Background: an optimization exercise with open tools, aiming at small area and a short achievable clock period. Do not read the settings as production practice.
Function was checked by simulation only, so behaviour that the tests miss may differ from the original.

==> flow/design.v, too long to show whole: its modules and the start of the top module <==
// module clktrans: 38 lines
// module differpd: 32 lines
// module monostable: 39 lines
// module controldivfreq: 34 lines
// module syncout: 42 lines
// module BitSync: 52 lines
// module qpsk_demod: 2936 lines
// module fa1: 4 lines
// module ha1: 4 lines
module qpsk_demod (
    input         clk,
    input         rst,
    input  [15:0] in_i,
    input  [15:0] in_q,
    output [15:0] i_sync,
    output [15:0] q_sync,
    output        bit_sync,
    output [31:0] sym_iq
);
  // ...
==> flow/flow/run.sh <==
#!/bin/bash
set -euo pipefail
bash standard.sh SETUP_SLACK_MARGIN=5.1 finish > flow_standard.log 2>&1
==> flow/standard.sh <==
#!/bin/bash
# synth_recipe.tcl (not shown) runs the flow's synth.tcl, then flattens the netlist and writes it again
# the make line also repeats each setting of config.mk as NAME=value (left out here)
make -C /OpenROAD-flow-scripts/flow DESIGN_CONFIG=/design/flow/config.mk WORK_HOME=/design/flow/orfs CLKGATE_MAP_FILE= SYNTH_SCRIPT=/design/flow/synth_recipe.tcl "${@:-finish}"
==> flow/config.mk <==
export PLATFORM = sky130hd
export DESIGN_NAME = qpsk_demod
export DESIGN_NICKNAME = qpsk_demod
export VERILOG_FILES = /design/flow/design.v
export SDC_FILE = /design/flow/constraint.sdc
export NUM_CORES = 4
export LEC_CHECK = 0
export CAP_MARGIN = 20
export CORE_MARGIN = 2
export CORE_UTILIZATION = 50
export CTS_CLUSTER_DIAMETER = 100
export CTS_CLUSTER_SIZE = 25
export SETUP_SLACK_MARGIN = 5
export SLEW_MARGIN = 20
export SYNTH_HIERARCHICAL = 1
export SYNTH_MEMORY_MAX_BITS = 65536
==> flow/constraint.sdc <==
create_clock -name core_clock -period 8.5 [get_ports {clk}]
set_input_delay 1.7000 -clock core_clock [delete_from_list [all_inputs] [get_ports {clk}]]
set_output_delay 1.7000 -clock core_clock [all_outputs]
set_load 0.01 [all_outputs]
==> results by group, run 1 <==
STA
  • Hold Vio Cnt, Final: 0
  • # setup viols final: 0
  • Final hold slack: 310 ps
  • RSZ-0062 raised after global routing: no
  • Setup TNS: 0 ps

Final layout
  • Clock buf count: 114
  • Register area: 35800 um^2
  • Most common cell after layout, fill and taps aside: dfxtp_1
  • Finished Core Util: 54.5%
  • Area occupied by multi-input gates: 30400 um^2
  • Most frequent cells in the layout: dfxtp_1, xnor2_1, a22oi_1, fa_1, ha_1
  • Multi-input combinational area share: 41.3%
  • Layout area overhead: 8.41%

Global routing
  • Met1 Track Usage GR: 34.9%
  • Total gr overflow: 0

Drt
  • Vias: 41500
  • TritonRoute pass-1 iters: 6
  • Top Metal Used: met5

Worst setup path
  • Critical Path Source Type: flip-flop
  • Worst path buffer plus inverter count: 1
  • Maximum fanout along the worst path: 35
  • Crit path largest cell delay: 570 ps
  • CP Capture Type: flip-flop
  • R2R Setup Slk: 5110 ps
  • Crit-path cells: buf_4 -> xor2_1 -> fa_1 -> fa_1 -> fa_1 -> fa_1
  • CP Data Required Time: about 9000 ps
  • Critical Path AT: 4000 ps
  • Reg2Reg Launch Point: rc_neg[0]
  • Kind of critical path: flip-flop to flip-flop

Run status
  • Status: complete, no violations

Die
  • I/O pins: slightly below 100
  • Die area: 139000 um^2
  • Initial Utilization: 50.3%
  • # Taps: 1781

Clock tree
  • CTS Sinks: about 1700
  • Cts hold-fix bufs: 0

Min path
  • WHS Path Cells: 0
  • Hold EP: dl[1055]
  • Hold Path Class: flip-flop to flip-flop

Placed design
  • Placed cell areas: around 70000 um^2
==> inputs of run 2 (changes only) <==
==> flow/flow/run.sh (replaced) <==
#!/bin/bash
set -euo pipefail
bash standard.sh SETUP_SLACK_MARGIN=5.3 finish > flow_standard.log 2>&1
==> run 2 against run 1 <==
Net effect: count of clock-buffer cells in the layout shrank 7; worst hold slack improved by 4.5 ps; flip-flop and latch count is the same; worst setup slack better by 190 ps; via count is 2.3% higher; critical path depth grew 2; core utilization up 1.5 points.
==> results by group, run 2 <==
Run status
  • Status: complete, no violations (unchanged)

Final layout
  • Largest regs: dl: 1088 flops, iq_out_bitsync: 32 flops, acc: 26 flops (unchanged)
  • Most common cell after layout, fill and taps aside: dfxtp_1 (unchanged)
  • Layout area overhead: 11.4% (was 8.41%)
  • Largest register FFs: 1088 (unchanged)
  • Non-filler cells, final: 7376 (was 7261)
  • Layout cells sized above 1: 9.98% (was 7.16%)
  • Net count reported at finish: 6289 (was 6170)
  • Fillers: 11300 (was 11500)
  • Reg with most FFs: dl (unchanged)
  • Most frequent cells in the layout: dfxtp_1, xnor2_1, a22oi_1, fa_1, ha_1 (unchanged)

Clock tree
  • Worst-Skew Late Latency: 740 ps (was 750 ps)
  • Clock slew seen by the registers of the worst setup and hold paths: 90 ps (was 100 ps)
  • Clock buffer count from CTS: 83 (was 84)
  • CTS Sinks: 1739 (unchanged)
  • Max Root-Sink Buffers: 3 (unchanged)
  • Cts hold-fix bufs: 0 (unchanged)
  • TritonCTS clock tree: done (unchanged)
  • H-tree depth: 3 (unchanged)
  • Clk root buf: clkbuf_16 (unchanged)

Drt
  • DRC: 0 (unchanged)
  • Met2 wire len: 79.6 mm (was 77.5 mm)
  • Final wirelength: 184 mm (was 177 mm)
  • Iter 0 DRT Violations: 4630 (was 4101)
  • Post-route antenna net violation count: 0 (unchanged)
  • Wire length on met3: 17.3 mm (was 13.5 mm)
  • Drt wl/cell: 25.0 um (was 24.4 um)
  • TritonRoute pass-1 iters: 8 (was 6)
  • Vias: 42500 (was 41500)
  • Top Metal Used: met5 (unchanged)
  • M1 WL: 77.5 mm (was 76.4 mm)
  • Vias per cell: 5.76 (was 5.71)

Worst setup path
  • Worst path buffer plus inverter count: 3 (was 1)
  • CP startpoint: mf[1] (was rc_neg[0])
  • R2R Setup Slk: 5310 ps (was 5110 ps)
  • CP max stage cell: o311ai_0 (was fa_1)
  • Crit path to: tc_r[3] (was im_r1664_q)
  • CP dominant cell by count: buf_4 (was fa_1)
  • Reg2Reg Launch Point: mf[1] (was rc_neg[0])
  • Reg2Reg Depth: 8 (was 6)
  • R2R Path End: tc_r[3] (was im_r1664_q)
  • Maximum fanout along the worst path: 26 (was 35)
  • Crit path depth: 8 (was 6)
  • Kind of critical path: flip-flop to flip-flop (unchanged)
  • Crit-path cells: buf_4 -> clkinvlp_4 -> buf_4 -> ha_1 -> nor2b_1 -> o311ai_0 -> a311oi_1 -> a211oi_1 (was buf_4 -> xor2_1 -> fa_1 -> fa_1 -> fa_1 -> fa_1)
  • Family with the most delay on the worst path: compound AO/OA/AOI/OAI gates (was adder cells)
  • CP Data Required Time: 9080 ps (was 9110 ps)
  • Critical Path Source Type: flip-flop (unchanged)
  • CP Capture Type: flip-flop (unchanged)
  • Crit path largest cell delay: 680 ps (was 570 ps)
  • Critical Path AT: 3780 ps (was 4000 ps)

Placed design
  • Setup WS pre-CTS: 4850 ps (was 4860 ps)
  • Placer Congestion: 0.883 (was 0.901)
  • Placed Cells: 7089 (was 7097)
  • HPWL Detailed: 106 mm (was 110 mm)
  • Port Buf Inserts: 98 (unchanged)

STA
  • Worst slew margin: 19.1% (was 18.2%)
  • Hold Vio Cnt, Final: 0 (unchanged)
  • Max-slew violations: 0 (unchanged)
  • Max Freq: 0.313 GHz (was 0.295 GHz)
  • # setup viols final: 0 (unchanged)
  • RSZ-0062 raised after global routing: yes (was no)
  • Final WS setup: 5310 ps (was 5110 ps)
  • Setup TNS: 0 ps (unchanged)
  • Worst slew pin tran: 1210 ps (was 1230 ps)
  • Post-route minimum period: 3190 ps (was 3390 ps)
  • Fin Clk Skew: 37.0 ps (was 29.1 ps)
  • Final Cycle Share: 37.6% (was 39.8%)

Global routing
  • Vias in the first global route: 41700 (was 42000)
  • First-pass GRT wire length: 265 mm (about the same)
  • Total gr overflow: 0 (unchanged)
  • Initial antenna violation count: 3 (was 7)
  • Pin count of the biggest net entering global routing: 151 (was 140)
  • GRT Util Overall: 25.3% (was 25.4%)

Die
  • Rows: 135 (unchanged)
  • Initial Utilization: 50.3% (unchanged)
  • Die X: 373 um (unchanged)
  • Die height: 373 um (unchanged)
  • Die area: 139000 um^2 (unchanged)
  • Core area: 135000 um^2 (unchanged)
  • I/O pins: 99 (unchanged)

Min path
  • WHS Path Cells: 0 (unchanged)
  • Hold Path Class: flip-flop to flip-flop (unchanged)
  • Min-delay src: dl[1039] (was dl[1038])

Run
  • Max Cap Viol: 0 (unchanged)

Synthesis
  • Mapped Avg Cell Area: 12.4 um^2 (unchanged)
  • Synth warnings: 252 (unchanged)
  • Post-Syn Area: 67900 um^2 (unchanged)
  • Syn Inst Count: 5498 (unchanged)
[run 2: how the worst min path moves through the flow]
stage | to | slack [ps]
after floorplan | a2[0] | 310
after global placement | dl[289] | 310
after detailed placement | dl[27] | 310
after CTS | dl[406] | 310
after global routing | dl[17] | 310
final | dl[1056] | 310
[run 2: what timing repair did]
item | in CTS | in global routing
gates cloned | 2 | 28
resized for setup | 232 | 166
setup endpoints to repair | 174 | 96
buffers inserted | 47 | 82
pin swaps | 0 | 29
[run 2: final cells by class]
class	count	area, um^2	share of cell area [%]
Clock inverter	18	360	0.476
Tap cell	1781	2230	2.94
Sequential cell	1739	35900	47.5
Timing Repair Buffer	347	4160	5.49
Clock buffer	107	2170	2.86
Inverter	101	394	0.521
Multi-Input combinational cell	3280	30400	40.2
Antenna cell	3	7.51	0.00992
[run 2: metrics by stage]
stage	hold slack [ps]	area (um^2)	utilization, %
finish	315	75700	56.0
global route	313	75700	56.0
CTS	310	73800	54.6
detailed placement	312	70400	52.1
global placement	310	70400	52.1
floorplan	310	68000	-
[run 2: per-layer routing]
| metal | vias to the layer above | GRT usage (%) |
|---|---|---|
| li1 | 18700 | - |
| met1 | 20900 | 35.1 |
| met2 | 2196 | 38.9 |
| met3 | 588 | 5.06 |
| met4 | 4 | 10.4 |
| met5 | - | 0 |

-- what the ideal ports hide --
In the flow no input, the clock included, has a driving cell. The finished layouts below were timed again as built, in two steps. Step 1 assumes that a clkbuf_16 drives the clock port and a buf_2 every other input. Step 2 adds t to the input delays and takes it off the output delays; t is the mean of the earliest and latest rising clock arrival at the registers after step 1. Input paths then give back, and output paths get back, about the clock's delay inside the block. Slacks: no drivers / after step 1 / after step 2; pairs: no drivers / after step 1.
run | shift t [ns] | slack for setup (ns) | hold WS [ns] | clock arrival spread, ns
run 1 | 0.814 | 5.114 / 5.064 / 4.984 | 0.310 / 0.310 / 0.310 | 0.036 / 0.036
run 2 | 0.803 | 5.308 / 5.279 / 5.211 | 0.315 / 0.315 / 0.315 | 0.040 / 0.040
After both steps every run listed still meets setup and hold. The setup slack of run 1, which loses most, moves by -0.050 ns with the drivers and by -0.130 ns with both steps. The worst setup slack also covers recovery checks on asynchronous resets.
